What follows belongs to an exercise in optimizing a design on an open flow for small area; a production flow would make more cautious choices.
No functional check of the RTL was part of this run.
Power figures rest on the tool's default switching activity, not on a simulated workload.

==> flow/config.mk <==
export PLATFORM = sky130hd
export DESIGN_NAME = top
export DESIGN_NICKNAME = top
export VERILOG_FILES = /design/flow/design.v
export SDC_FILE = /design/flow/constraint.sdc
export NUM_CORES = 4
export LEC_CHECK = 0
export CAP_MARGIN = 20
export CORE_MARGIN = 2
export CORE_UTILIZATION = 40
export SLEW_MARGIN = 20
==> flow/constraint.sdc <==
create_clock -name core_clock -period 10.0 [get_ports {clk}]
set_input_delay 2.0000 -clock core_clock [delete_from_list [all_inputs] [get_ports {clk}]]
set_output_delay 2.0000 -clock core_clock [all_outputs]
set_load 0.01 [all_outputs]
==> flow/design.v <==
module Reloj200Hz
(
input clk,
input rst,
output reg salida,
output tick
);
parameter SIZE = 25;
parameter duty = 25'd6;
reg [SIZE-1:0] count;
assign tick = (count == duty) & ~salida;
always@ (posedge clk) begin
	if (rst) begin
		salida <= 0;
		count <= 0;
	end
	else if(count == duty) begin
		count <= 0;
		salida <= ~salida;
	end
	else begin
		count <= count + 1;
	end
end
endmodule
module Reloj50Hz
(
input clk,
input rst,
output reg salida,
output tick
);
parameter SIZE = 25;
parameter duty = 25'd25;
reg [SIZE-1:0] count;
assign tick = (count == duty) & ~salida;
always@ (posedge clk) begin
	if (rst) begin
		salida <= 0;
		count <= 0;
	end
	else if(count == duty) begin
		count <= 0;
		salida <= ~salida;
	end
	else begin
		count <= count + 1;
	end
end
endmodule
module Reloj5Hz
(
input clk,
input rst,
output reg salida,
output tick
);
parameter SIZE = 25;
parameter duty = 25'd250;
reg [SIZE-1:0] count;
assign tick = (count == duty) & ~salida;
always@ (posedge clk) begin
	if (rst) begin
		salida <= 0;
		count <= 0;
	end
	else if(count == duty) begin
		count <= 0;
		salida <= ~salida;
	end
	else begin
		count <= count + 1;
	end
end
endmodule
module DIG_D_FF_1bit
#(
    parameter Default = 0
)
(
   input D,
   input C,
   input en,
   input rst,
   output Q,
   output \~Q
);
    reg state;
    assign Q = state;
    assign \~Q = ~state;
    always @ (posedge C) begin
        if (rst)
            state <= Default;
        else if (en)
            state <= D;
    end
endmodule
module Prototipo_UWU (
  input X,
  input R,
  input en,
  input rst,
  output S0,
  output S1,
  output S2,
  output S3
);
  wire s4;
  wire s5;
  wire s6;
  wire s7;
  assign s4 = ((~ X & s5) | (X & ~ s5 & s7) | (s5 & ~ s7));
  assign s6 = ((~ X & s7) | (X & ~ s7));
  assign S0 = (X & ~ s5 & ~ s7);
  assign S1 = (X & ~ s5 & s7);
  assign S2 = (X & s5 & ~ s7);
  assign S3 = (X & s5 & s7);
  DIG_D_FF_1bit #(
    .Default(0)
  )
  DIG_D_FF_1bit_i0 (
    .D( s4 ),
    .C( R ),
    .en( en ),
    .rst( rst ),
    .Q( s5 )
  );
  DIG_D_FF_1bit #(
    .Default(0)
  )
  DIG_D_FF_1bit_i1 (
    .D( s6 ),
    .C( R ),
    .en( en ),
    .rst( rst ),
    .Q( s7 )
  );
endmodule
module ContadorTiempo
( 
input clk,
input en,
input rst,
input setTime,
input [SIZE-1:0] setSeg,
input [SIZE-1:0] setMin, 
output reg [SIZE-1:0] countSeg,
output reg [SIZE-1:0] countMin,
input clk2,
output [3:0] SalidaMotor,
input sensor
);
parameter SIZE = 6;
reg control ;
reg [2:0] estados;
reg [9:0] count;
Prototipo_UWU protounu(control,clk2,en,rst,SalidaMotor[0],SalidaMotor[1],SalidaMotor[2],SalidaMotor[3]);
always@ (posedge clk) begin
	if (rst) begin
		control <= 0;
		count <= 412;
		countSeg <= 0;
		countMin <= 0;
		estados <= 1;
	end
	else if (en)
	case(estados)
	0: 
	begin	
			count<=count+1;
			if(setTime==1'b1)begin
				estados<=2;
				count<=0;
			end
			else begin
			if(countSeg==0 && countMin==0)begin
				count<=0;
				estados<=1;
			end 
			else begin
				if(countSeg==0 & count==50)begin
					count<=0;
					countSeg<=6'd59;
					countMin<=countMin-1;
				end
				else begin
					if(count==50)begin
					countSeg<=countSeg-1;
					count<=0;
					end
				end
		end 
		end
	end
	1: begin	
			if(sensor==1)begin
			control<=0;
			count<=count;
			end
			else begin 
			count<=count+1;
			control<=1;
			if (count==512)begin
				control<=0;
				count<=0;
				countSeg<=setSeg;
				countMin<=setMin;
				estados<=0;
			end
			end
		end
	2:begin
			if(setTime==1'b0)begin
				estados<=0;
			end
			countSeg<=setSeg;
			countMin<=setMin;
	  end
	endcase
end
endmodule
module pulsadores (
    input clk,
    input en,
    input rst,
    input sw1,
    input sw2,
    input sw3,
    input setTime,
    output reg [5:0] setSeg,
    output reg [5:0] setMin,
    output reg op
  );
always@(posedge clk)	
begin
	if (rst) begin
		setSeg <= 6'd30;
		setMin <= 0;
		op <= 0;
	end
	else if (en) begin
	if (sw3==1'b1)begin
		op<=~op;
	end
	if (setTime==1)begin
		if(op==0)begin
			if(sw1==1'b1)begin
				if(setSeg==6'd59)begin
					setSeg<=0;
				end
				else begin
					setSeg<=setSeg+1;
				end
			end 
			else begin
			if(sw2==1'b1)begin
				if(setSeg==6'd0)begin
					setSeg<=6'd59;
				end
				else begin
					setSeg<=setSeg-1;
				end
				end
			end
		end begin
		if(op==1)begin
			if(sw1==1'b1)begin
				if(setMin==6'd59)begin
					setMin<=0;
				end
				else begin
					setMin<=setMin+1;
				end
			end 
			else begin
			if(sw2==1'b1)begin
				if(setMin==6'd0)begin
					setMin<=6'd59;
				end
				else begin
					setMin<=setMin-1;
				end
				end
			end
			end
		end
	end
	end
	end
endmodule
module pulsador (
    input clk,
    input en,
    input rst,
    input sw,
    output reg salida
  );
reg[2:0] count;
always@(posedge clk)
begin 
	if (rst) begin
		count <= 0;
		salida <= 0;
	end
	else if (en) begin
		if(sw==1'b1)begin
			count<=count+1;
		end
		else begin
			count<=0;
		end
		if(count==3'd5)begin
			salida<=~salida;
			count<=0;
		end
	end
end
endmodule
module blink (
	input clk,
	input en,
	input rst,
	input setTime,
    input [5:0] Segundos,
	input [5:0] Minutos,
	input [5:0] SegundosPulsa,
	input [5:0] MinutosPulsa,
	output reg [5:0] SalidaSelectorMin,
	output reg [5:0] SalidaSelectorSeg
  );
always@(posedge clk)
begin 
	if (rst) begin
		SalidaSelectorMin <= 0;
		SalidaSelectorSeg <= 0;
	end
	else if (en) begin
		if(setTime==1'b1)begin
			SalidaSelectorMin<=MinutosPulsa;
			SalidaSelectorSeg<=SegundosPulsa;
		end
		else begin
			SalidaSelectorMin<=Minutos;
			SalidaSelectorSeg<=Segundos;
		end
	end
end
endmodule
module selector (
input clk,
input en,
input rst,
input [5:0] Segundos,
input [5:0] Minutos,
output reg [5:0] SalidaSelector,
output reg SenalDecontrol,
output reg Led1,
output reg Led2,
output reg Led3,
output reg Led4,
output reg punto
);
reg [2:0] count;
always@ (posedge clk) begin
	if (rst) begin
		SalidaSelector <= 0;
		SenalDecontrol <= 0;
		punto <= 1;
		Led1 <= 0;
		Led2 <= 0;
		Led3 <= 0;
		Led4 <= 0;
		count <= 0;
	end
	else if (en)
	case (count)
	0:
	begin
		SalidaSelector <= Segundos;
		SenalDecontrol<=1;
		punto<=1;
		Led4 <=0;
		Led1 <=1;
		count <=1;
	end
	1:
	begin
		SenalDecontrol<=0;
		Led1 <=0;
		Led2 <=1;
		count <=2;
	end
	2:
	begin
		SalidaSelector <= Minutos;
		SenalDecontrol<=0;
		Led2 <=0;
		Led3 <=1;
		count <=3;
	end
	3:
	begin
		SenalDecontrol<=1;
		punto<=0;
		Led3 <=0;
		Led4 <=1;
		count <=0;
	end
	endcase
end
endmodule
module BinarioBCD (
  input S5,
  input S4,
  input S3,
  input S2,
  input S1,
  input S0,
  output D3,
  output D2,
  output D1,
  output D0,
  output U3,
  output U2,
  output U1,
  output U0
);
  wire s6;
  wire s7;
  wire s8;
  wire s9;
  wire s10;
  assign D3 = 1'b0;
  assign D2 = ((S3 & S5) | (S4 & S5));
  assign s6 = ~ S5;
  assign s8 = ~ S4;
  assign s7 = ~ S3;
  assign s9 = ~ S2;
  assign s10 = ~ S1;
  assign D1 = ((S2 & S4 & s6) | (S3 & S4 & s6) | (s7 & s8 & S5));
  assign D0 = ((S1 & s9 & s7 & S4) | (S1 & S2 & S3 & S4) | (S1 & S3 & s8 & s6) | (S2 & S3 & s8 & s6) | (s9 & s7 & S4 & s6) | (S2 & s7 & S5) | (s7 & s8 & S5) | (S3 & S4 & S5));
  assign U3 = ((s10 & s9 & S3 & s8 & s6) | (S1 & s9 & s7 & S4 & s6) | (S1 & S2 & s7 & s8 & S5) | (s10 & s9 & s7 & S4 & S5) | (s10 & S2 & S3 & S4) | (S1 & S3 & S4 & S5));
  assign U2 = ((S1 & s9 & s7 & s8 & S5) | (S1 & S2 & S3 & s8) | (s10 & s9 & S3 & S4) | (s10 & s9 & S4 & s6) | (s10 & S2 & s8 & S5) | (S1 & S2 & S4 & S5) | (S2 & s7 & s8 & s6) | (s9 & S3 & S4 & s6));
  assign U1 = ((s10 & S2 & S3 & s8 & s6) | (s10 & s9 & s7 & S4 & s6) | (S1 & s9 & S3 & S4 & s6) | (S1 & S2 & s7 & s6) | (s10 & S2 & s7 & S5) | (S1 & s7 & s8 & s6) | (s10 & s7 & s8 & S5) | (S1 & S3 & s8 & S5) | (s10 & S3 & S4 & S5));
  assign U0 = S0;
endmodule
module mux8a4 (
  input A0,
  input A1,
  input A2,
  input A3,
  input B0,
  input B1,
  input B2,
  input B3,
  input control,
  output A,
  output B,
  output C,
  output D
);
assign A=((A3 & ~(control))|(B3 & control));
assign B=((A2 & ~(control))|(B2 & control));
assign C=((A1 & ~(control))|(B1 & control));
assign D=((A0 & ~(control))|(B0 & control));
endmodule
module bcd7seg (
  input A,
  input B,
  input C,
  input D,
  output Y,
  output X,
  output W,
  output V,
  output U,
  output T,
  output S,
  output N
);
  wire s0;
  wire s1;
  wire s2;
  assign s0 = ~ B;
  assign s2 = ~ C;
  assign s1 = ~ D;
  assign Y = ~(A | (s0 & s1) | (B & D) | C);
  assign X = ~(s0 | (s2 & s1) | (C & D));
  assign W = ~(B | s2 | D);
  assign V = ~(A | (s0 & s1) | (s0 & C) | (B & s2 & D) | (C & s1));
  assign U = ~((s0 & s1) | (C & s1));
  assign T = ~(A | (B & s2) | (B & s1) | (s2 & s1));
  assign S = ~(A | (s0 & C) | (B & s2) | (C & s1));
  assign N= 1;
endmodule
module top 
( 
    input  clk, 
    input rst,
    input sw1,
    input sw2,
    input sw3,
    input sensor,
    output [6:0] salidaSieteSeg,
    output [4:0] Leds,
    output [3:0] SalidaMotor
  );
parameter SIZE=6;
wire [3:0] Led;
wire [SIZE-1:0] salidaSeg;
wire [SIZE-1:0] salidaMin;
wire [SIZE-1:0] setSeg;
wire [SIZE-1:0] setMin;
wire [SIZE-1:0] salidaSelec;
wire [SIZE-1:0] salidaSegBlink;
wire [SIZE-1:0] salidaMinBlink;
wire op;
wire control;
wire setTime;
wire NewReloj200;
wire NewReloj50; 
wire NewReloj5; 
wire tick200;
wire tick50;
wire tick5;
wire [3:0] Decenas;
wire [3:0] Unidades;
wire [3:0] SalidaMux;
wire punto7seg;
Reloj200Hz clk200z(clk,rst,NewReloj200,tick200);
Reloj5Hz clk5z(clk,rst,NewReloj5,tick5); 
Reloj50Hz clk50z(clk,rst,NewReloj50,tick50);
pulsadores pulsa(clk,tick5,rst,~sw1,~sw2,~sw3,setTime,setSeg,setMin,op);
pulsador set(clk,tick5,rst,~sw3,setTime);
ContadorTiempo   contauwu(clk,tick50,rst,setTime,setSeg,setMin,salidaSeg,salidaMin,clk,SalidaMotor,sensor);
blink unu(clk,tick200,rst,setTime,salidaSeg,salidaMin,setSeg,setMin,salidaMinBlink,salidaSegBlink);
selector Selectouwu(clk,tick200,rst,salidaSegBlink,salidaMinBlink,salidaSelec,control,Led[0],Led[1],Led[2],Led[3],Leds[4]);
BinarioBCD binaBCD (salidaSelec[5],salidaSelec[4],salidaSelec[3],salidaSelec[2],salidaSelec[1],salidaSelec[0],Decenas[3],Decenas[2],Decenas[1],Decenas[0],Unidades[3],Unidades[2],Unidades[1],Unidades[0]);
mux8a4 mux (Decenas[0],Decenas[1],Decenas[2],Decenas[3],Unidades[0],Unidades[1],Unidades[2],Unidades[3],control,SalidaMux[3],SalidaMux[2],SalidaMux[1],SalidaMux[0]);
bcd7seg SieteSeg(SalidaMux[3],SalidaMux[2],SalidaMux[1],SalidaMux[0],salidaSieteSeg[6],salidaSieteSeg[5],salidaSieteSeg[4],salidaSieteSeg[3],salidaSieteSeg[2],salidaSieteSeg[1],salidaSieteSeg[0],punto7seg);
assign Leds[0] = Led[0]&~(setTime&~op)||Led[0]&NewReloj5&(setTime&~op);
assign Leds[1] = Led[1]&~(setTime&~op)||Led[1]&NewReloj5&(setTime&~op);
assign Leds[2] = Led[2]&~(setTime&op)||Led[2]&NewReloj5&(setTime&op);
assign Leds[3] = Led[3]&~(setTime&op)||Led[3]&NewReloj5&(setTime&op);
endmodule
==> flow/run.sh <==
#!/bin/bash
# synth_recipe.tcl (not shown) runs the flow's synth.tcl, then flattens the netlist and writes it again
# the make line also repeats each setting of config.mk as NAME=value (left out here)
make -C /OpenROAD-flow-scripts/flow DESIGN_CONFIG=/design/flow/config.mk WORK_HOME=/design/flow/orfs CLKGATE_MAP_FILE= SYNTH_SCRIPT=/design/flow/synth_recipe.tcl finish
==> notes.md <==
through the flow:
stage / cells / hold slack [ns] / utilization, % / power [mW]
after floorplan: 973 / 0.4256 / - / 0.6322
after CTS: 1234 / 0.4693 / 45.64 / 1.335
final: 1234 / 0.4609 / 45.64 / 1.315
after detailed placement: 1203 / 0.4555 / 42.39 / 0.6418
after global routing: 1234 / 0.4799 / 45.64 / 1.361
after global placement: 1203 / 0.4401 / 42.39 / 0.6418
worst paths after layout:
check	slack, ns	endpoint	startpoint	depth (start not counted)
worst max-delay path	4.87	salidaSieteSeg[0]	Selectouwu.SenalDecontrol$_SDFFE_PP0P_	7
worst max register to register	6.94	pulsa.setSeg[5]$_SDFFE_PP0P_	set.salida$_SDFFE_PP0P_	4
worst min register to register	0.46	clk5z.count[0]$_SDFF_PP0_	clk5z.count[0]$_SDFF_PP0_	1
worst min-delay path	0.46	clk5z.count[0]$_SDFF_PP0_	clk5z.count[0]$_SDFF_PP0_	1
power by group through the flow:
| stage | logic (mW) | registers [mW] | clock network (mW) |
|---|---|---|---|
| floorplan | 0.0222 | 0.610 | 0 |
| global placement | 0.0305 | 0.611 | 0 |
| detailed placement | 0.0304 | 0.611 | 0 |
| CTS | 0.0306 | 0.598 | 0.706 |
| global route | 0.0342 | 0.599 | 0.728 |
| finish | 0.0301 | 0.598 | 0.686 |
registers in the layout (all words and copies together) (netlist names), 10 cells and up:
signal,count
clk200z.count,25
clk50z.count,25
clk5z.count,25
contauwu.count,10
per-layer routing:
metal	global-route usage (%)	vias up	wire length [um]
met5	0	-	0
met3	3.239	19	455
li1	-	3394	-
met1	20.25	2995	7937
met2	26.35	87	7770
met4	6.078	0	240
cells by family after synthesis:
kind of cell | after synthesis | synth area share [%]
adders and majority gates | 28 | 4.392
buffers and inverters | 94 | 5.098
muxes | 27 | 3.467
DFF | 148 | 37.15
xor gates and xnor gates | 77 | 8.455
and+or+nand+nor | 416 | 26.37
AOI/OAI and AO/OA | 183 | 15.07
final cells by class:
cell class	count	area (sq um)	area share, %
flip-flops and latches	148	2963	33.25
well taps	265	331.6	3.721
clock inverters	11	176.4	1.980
inverters	32	120.1	1.348
clock buffers	20	456.7	5.125
repair buffers	27	250.2	2.808
multi-input cells	731	4613	51.77
worst max-delay path: stages (launching register included):
cell and delay, ns:
dfxtp_1 0.54, or4b_2 0.61, o221ai_1 0.09, a221oi_1 0.11, a21o_1 0.24, or3_1 0.40
a21oi_1 0.16, clkdlybuf4s50_1 0.55
layout by cell type (no fill, tap or decap), drive strengths merged, types with 24 or more instances in the layout:
| master | synthesis | layout |
|---|---|---|
| nand2 | 76 | 76 |
| o21ai | 49 | 49 |
| nor2 | 140 | 140 |
| inv | 31 | 32 |
| nand4 | 24 | 24 |
| a21oi | 51 | 51 |
| nand3 | 32 | 32 |
| a211oi | 24 | 24 |
| ha | 28 | 28 |
| dfxtp | 148 | 148 |
| xor2 | 52 | 52 |
| xnor2 | 25 | 25 |
==> notes.md <==
Clk pwr share=approximately 52%; startpoint types=flip-flop; Worst Path Required=8.00 ns; largest net degree at the start of global routing=71; initial antenna violation count=0; sw power=0.2789 mW; area growth from synthesis to layout=11.72%; final setup margin=4.867 ns; Via-to-Cell Ratio=5.263; Sink Count=148; crit path kind=flip-flop to primary output; Max Fanout on Critical Path=13; DRC=0; Starting Density=between 40% and 50%; die area=21,090 sq um; Fmax=194.8 MHz; Placer Congestion=0.8380; leakage power=3.163 nW; final hold vios=0; total grt overflow=0; fin crit share=51.33%; vias in the first global route=5,836; Routed Antenna Nets=0; core footprint=between 15,000 and 20,000 sq um; CTS Buf Count=17; Layout fillers=1,950; min cycle time layout=5.133 ns; worst-margin pin slew=1.022 ns; setup slack at placement=5.265 ns; setup repair bufs after CTS=0; Sw Share=21.22%; die width=145.2 um; Post-synth EDFFs=0; most frequent cell after synthesis=dfxtp_1; Pre-antenna DRT Iters=5; Distinct cells, synth=76; mean routed wirelength per cell=13.29 um; Skew-Pair Late Insertion Delay=around 0.43 ns; I/O Buffers=21; outcome=finished clean; Final Skew=between 0.01 and 0.015 ns; clk buf depth=2; Final Cell Area=8911 sq um; Starting DRT DRC Count=roughly 370; top post-synthesis cells by area=dfxtp_1 (37%), nor2_1 (6.6%), xor2_1 (5.7%), ha_1 (4.4%), nand2_1 (3.6%); Synth Net Count=1,007; routed wire length=16.40 mm; Mapped Cells=973; first-pass GRT wire length=28.15 mm; Cell Rows=51; gr usage total=15.86%; yosys warns=9; Post-CTS Hold Buffers=0; flops & latches, synth=148; Root Buffer=clkbuf_16; die height=145.2 um; Pins Over Slew Limit=0; area leader, netlist=dfxtp_1; combinational share of power=under 10%; CP arrival=3.13 ns; level count of the clock H-tree=4; I/O pin count=22; area share of the largest cell type after synthesis=37.15%; Setup TNS=0 ns; Worst-path clk slew=roughly 0.060 ns; Critical Path End Type=primary output; Async S/R FF share, synth=0%; layout cells sized above 1=5.882%; ys flop type=dfxtp_1; fin nets=991; synth cell count leaders=dfxtp_1 (148), nor2_1 (140), nand2_1 (76); Cell Area, Placed=8278 sq um; cell internal pwr=1.036 mW; power per cell area=147.5 nW/um^2; final setup fails=0; slew margin rel.=between 30% and 40%; worst min-delay path category=flip-flop to flip-flop; cell area after synthesis=7976 sq um; worst vdd ir=0.1070 mV; Reg power frac=45.5%; Antenna Cells=0; DR vias=6,495; max cap viols=0; CTS tree=yes; estimated wirelength of the detail-placed design=between 10 and 15 mm; post-synthesis sequential area ratio=37.15%; syn_area_per_cell=8.198 sq um; RSZ-0062 raised after global routing=false; post-CTS sizing=0

-- what the ideal ports hide --
In the flow no input, the clock included, has a driving cell. The finished layout below was timed again as built, in two steps. Step 1 (the two cells are an assumption about what drives the block):
set clk [get_ports {clk}]
set_driving_cell -lib_cell sky130_fd_sc_hd__clkbuf_16 $clk
set_driving_cell -lib_cell sky130_fd_sc_hd__buf_2 [delete_from_list [all_inputs] $clk]
Step 2 adds t to the input delays and takes it off the output delays; t is the mean of the earliest and latest rising clock arrival at the registers after step 1. Input paths then give back, and output paths get back, about the clock's delay inside the block. Three values: ideal ports, drivers, drivers and shift; two values: the first two.
t, ns: 0.466
slack for setup (ns): 4.867 / 4.822 / 5.238
hold slack, ns: 0.461 / 0.461 / 0.461
worst data-port slew with drivers (ns): 0.05
cell pins on the clock port's net: 1
After both steps this run still meets setup and hold. The setup slack of this run moves by -0.045 ns with the drivers and by +0.371 ns with both steps.
